What follows belongs to an exercise in optimizing a design on an open flow for small area, a short achievable clock period and few clock cycles; a production flow would make more cautious choices.

==> onyx <==
## DoubleMul
module DoubleMul #(
    parameter bit async_reset = 1'b0
)
(
    input logic i_clk,                                       
    input logic i_nrst,                                      
    input logic i_ena,
    input logic [63:0] i_a,                                  
    input logic [63:0] i_b,                                  
    output logic [63:0] o_res,                               
    output logic o_illegal_op,
    output logic o_overflow,
    output logic o_valid,                                    
    output logic o_busy                                      
);
export LEC_CHECK = 0
export ABC_AREA = 1
export CAP_MARGIN = 40
export CORE_MARGIN = 2
export CORE_UTILIZATION = 45
export PLACE_DENSITY = 0.6
export SETUP_SLACK_MARGIN = 0
export SLEW_MARGIN = 40
create_clock -name core_clock -period 12.0 [get_ports {i_clk}]
run.sh (not shown) runs the stock make flow with config.mk's settings and CLKGATE_MAP_FILE= SYNTH_SCRIPT=/design/flow/synth_recipe.tcl, a recipe that flattens the netlist after the stock synthesis.
==> lagoon: changes against onyx <==
--- a/flow/config.mk
+++ b/flow/config.mk
@@ -5,10 +5,10 @@
 export SDC_FILE = /design/flow/constraint.sdc
 export NUM_CORES = 8
 export LEC_CHECK = 0
 export ABC_AREA = 1
 export CAP_MARGIN = 40
 export CORE_MARGIN = 2
 export CORE_UTILIZATION = 45
 export PLACE_DENSITY = 0.6
-export SETUP_SLACK_MARGIN = 0
+export SETUP_SLACK_MARGIN = 2
 export SLEW_MARGIN = 40
==> garnet: changes against onyx <==
--- a/flow/design.v
+++ b/flow/design.v
@@ -8979,18 +8979,17 @@
 assign y[103] = c8631;
 assign x[104] = s8638;
 assign y[104] = c8635;
 assign x[105] = s8642;
 assign y[105] = c8639;
 assign s = x;
 assign c = y;
 endmodule
-module add106 (input logic [105:0] a, input logic [105:0] b, output logic [105:0] s, output logic co);
-logic [105:0] g0, p0;
+module add106pg (input logic [105:0] p0, input logic [105:0] g0, output logic [105:0] s, output logic co);
 logic gg1;
 logic gg2;
 logic pp2;
 logic gg3;
 logic pp3;
 logic gg4;
 logic pp4;
 logic gg5;
@@ -9554,18 +9553,16 @@
 logic gg332;
 logic gg333;
 logic gg334;
 logic gg335;
 logic gg336;
 logic gg337;
 logic gg338;
 logic gg339;
-assign g0 = a & b;
-assign p0 = a ^ b;
 assign gg1 = g0[1] | (p0[1] & g0[0]);
 assign gg2 = g0[3] | (p0[3] & g0[2]);
 assign pp2 = p0[3] & p0[2];
 assign gg3 = g0[5] | (p0[5] & g0[4]);
 assign pp3 = p0[5] & p0[4];
 assign gg4 = g0[7] | (p0[7] & g0[6]);
 assign pp4 = p0[7] & p0[6];
 assign gg5 = g0[9] | (p0[9] & g0[8]);
@@ -10323,40 +10320,42 @@
 assign nsh = xe[12] ? e0 : {6'd0, z};                       
 assign nan = nanA | nanB;
 assign zero = ~nan & (zeroA | zeroB | (xe[12] & (xe <= 13'h1fca)));  
 assign slow = ~nan & ~zero & (|nsh);
 assign rot = ~nsh[12];
 logic nanZ, sgn;
 logic [51:0] nanm;
 assign nanZ = (nanA & mzA & ~mzB) | (nanB & mzB & ~mzA);
-assign nanm = nanZ ? 52'd0 : {1'b1, (nanA & ~(nanB & sB)) ? i_a[50:0] : i_b[50:0]};
+assign nanm = {1'b1, (nanA & ~(nanB & sB)) ? i_a[50:0] : i_b[50:0]};
 always_comb begin
     if ((nanA & mzA & zeroB) | (nanB & mzB & zeroA)) sgn = 1'b1;
     else if (nanA & ~mzA) sgn = sA | sB;
     else if (nanB & ~mzB) sgn = sB;
     else sgn = sA ^ sB;
 end
 logic [105:0] r_s, r_c, p;
-logic [51:0] r_nanm;
+logic [50:0] r_nanm;
+logic r_nanz;
 logic [11:0] r_e;
 logic r_f, r_nan, r_zero, r_sgn, r_rot, r_busy, r_valid;
 logic [6:0] r_cnt;
 logic done;
 assign done = r_rot ? (r_cnt == 7'd105) : (&r_cnt);
 always_ff @(posedge i_clk) begin
-    r_nanm <= nanm;
+    r_nanm <= nanm[50:0];
+    r_nanz <= nanZ;
 end
 always_ff @(posedge i_clk) begin
     if (r_busy) begin
         r_s <= {r_rot & p[0], p[105:1]};
         r_c <= '0;
     end else begin
-        r_s <= ps;
-        r_c <= pc;
+        r_s <= ps ^ pc;
+        r_c <= ps & pc;
     end
     if (~r_busy) begin
         r_e <= f ? 12'd0 : xe[11:0];
         r_f <= f;
         r_nan <= nan;
         r_zero <= zero;
         r_sgn <= sgn;
         r_rot <= rot;
@@ -10374,19 +10373,19 @@
         r_busy <= i_ena & slow;
         r_valid <= i_ena & ~slow;
     end
 end
 logic sel, z501, rnd_a, rnd_b, ones_a, ones_b, c_a, c_b, carry, ovf, ovf0, ovf1, b11;
 logic [51:0] inc_a, inc_b, m_a, m_b, m_n;
 logic [11:0] re1, re2, ealign, eplus;
 logic [10:0] e_n;
-add106 u_add (
-    .a(r_s),
-    .b(r_c),
+add106pg u_add (
+    .p0(r_s),
+    .g0(r_c),
     .s(p),
     .co()
 );
 inc52x2 u_inc (
     .i_p(p[104:52]),
     .o_a(inc_a),
     .o_b(inc_b)
 );
@@ -10408,14 +10407,14 @@
 assign ealign = p[105] ? re1 : r_e;
 assign eplus = p[105] ? re2 : re1;
 assign ovf = p[105] ? ovf1 : ovf0;
 assign b11 = ealign[11];
 assign e_n = b11 ? 11'd0 : (ovf ? 11'h7ff : (carry ? eplus[10:0] : ealign[10:0]));
 assign m_n = ovf ? 52'd0 : (sel ? m_a : m_b);
 assign o_res = {r_sgn,
                 r_nan ? 11'h7ff : (r_zero ? 11'd0 : e_n),
-                r_nan ? r_nanm : (r_zero ? 52'd0 : m_n)};
+                r_nan ? {~r_nanz, r_nanm & {51{~r_nanz}}} : (r_zero ? 52'd0 : m_n)};
 assign o_illegal_op = r_nan;
 assign o_overflow = ovf;
 assign o_valid = r_valid;
 assign o_busy = r_busy;
 endmodule
==> flow/flow/run.sh (new file) <==
#!/bin/bash
set -euo pipefail
export SYNTH_ARGS=-noabc
export BUFFER_PORTS_ARGS="-buffer_cell sky130_fd_sc_hd__buf_4"
bash standard.sh > standard_flow.log 2>&1
==> flow/standard.sh (new file) <==
#!/bin/bash
# synth_recipe.tcl (not shown) runs the flow's synth.tcl, then flattens the netlist and writes it again
# the make line also repeats each setting of config.mk as NAME=value (left out here)
make -C /OpenROAD-flow-scripts/flow DESIGN_CONFIG=/design/flow/config.mk WORK_HOME=/design/flow/orfs CLKGATE_MAP_FILE= SYNTH_SCRIPT=/design/flow/synth_recipe.tcl "${@:-finish}"
==> flow/config.mk (replaced) <==
export PLATFORM = sky130hd
export DESIGN_NAME = DoubleMul
export DESIGN_NICKNAME = DoubleMul
export VERILOG_FILES = /design/flow/design.v
export SDC_FILE = /design/flow/constraint.sdc
export NUM_CORES = 8
export LEC_CHECK = 0
export ABC_AREA = 1
export CAP_MARGIN = 40
export CORE_MARGIN = 2
export CORE_UTILIZATION = 35
export PLACE_DENSITY = 0.5
export SETUP_SLACK_MARGIN = 4
export SLEW_MARGIN = 40
removed: flow/run.sh
==> notes <==
Synthesized cell count: onyx is higher than garnet (12%). First-iteration DRC count, lowest first: garnet, onyx, lagoon. Between onyx and garnet, the lower sequential cell count is in garnet (gap 1). In routed wire length, lagoon and onyx hardly differ.
No functional check of the RTL was part of any run of this note.

==> what the ideal ports hide <==
How much do the figures lean on ideal ports? The routed layouts below were timed once more, with nothing changed but the port constraints. Step 1: set_driving_cell puts a clkbuf_16 on i_clk and a buf_2 on each other input, an assumption about the parent block. Step 2 also shifts input and output timing later by t, the mid clock arrival at the registers, as if the neighbouring blocks saw the same clock. a / b / c = ideal ports / drivers / drivers and shift; a / b = the first two.
| run | t (ns) | setup slack, ns | worst register clock-pin slew, ns |
|---|---|---|---|
| onyx | 0.760 | 1.962 / 1.895 / 1.592 | 0.07 / 0.07 |
| lagoon | 0.760 | 2.292 / 2.226 / 1.628 | 0.07 / 0.07 |
| garnet | 0.746 | 3.951 / 4.007 / 3.261 | 0.07 / 0.07 |
After both steps setup and hold are still met in every run listed. For garnet, which loses most, drivers alone change the setup slack by +0.056 ns; drivers and shift together by -0.690 ns.
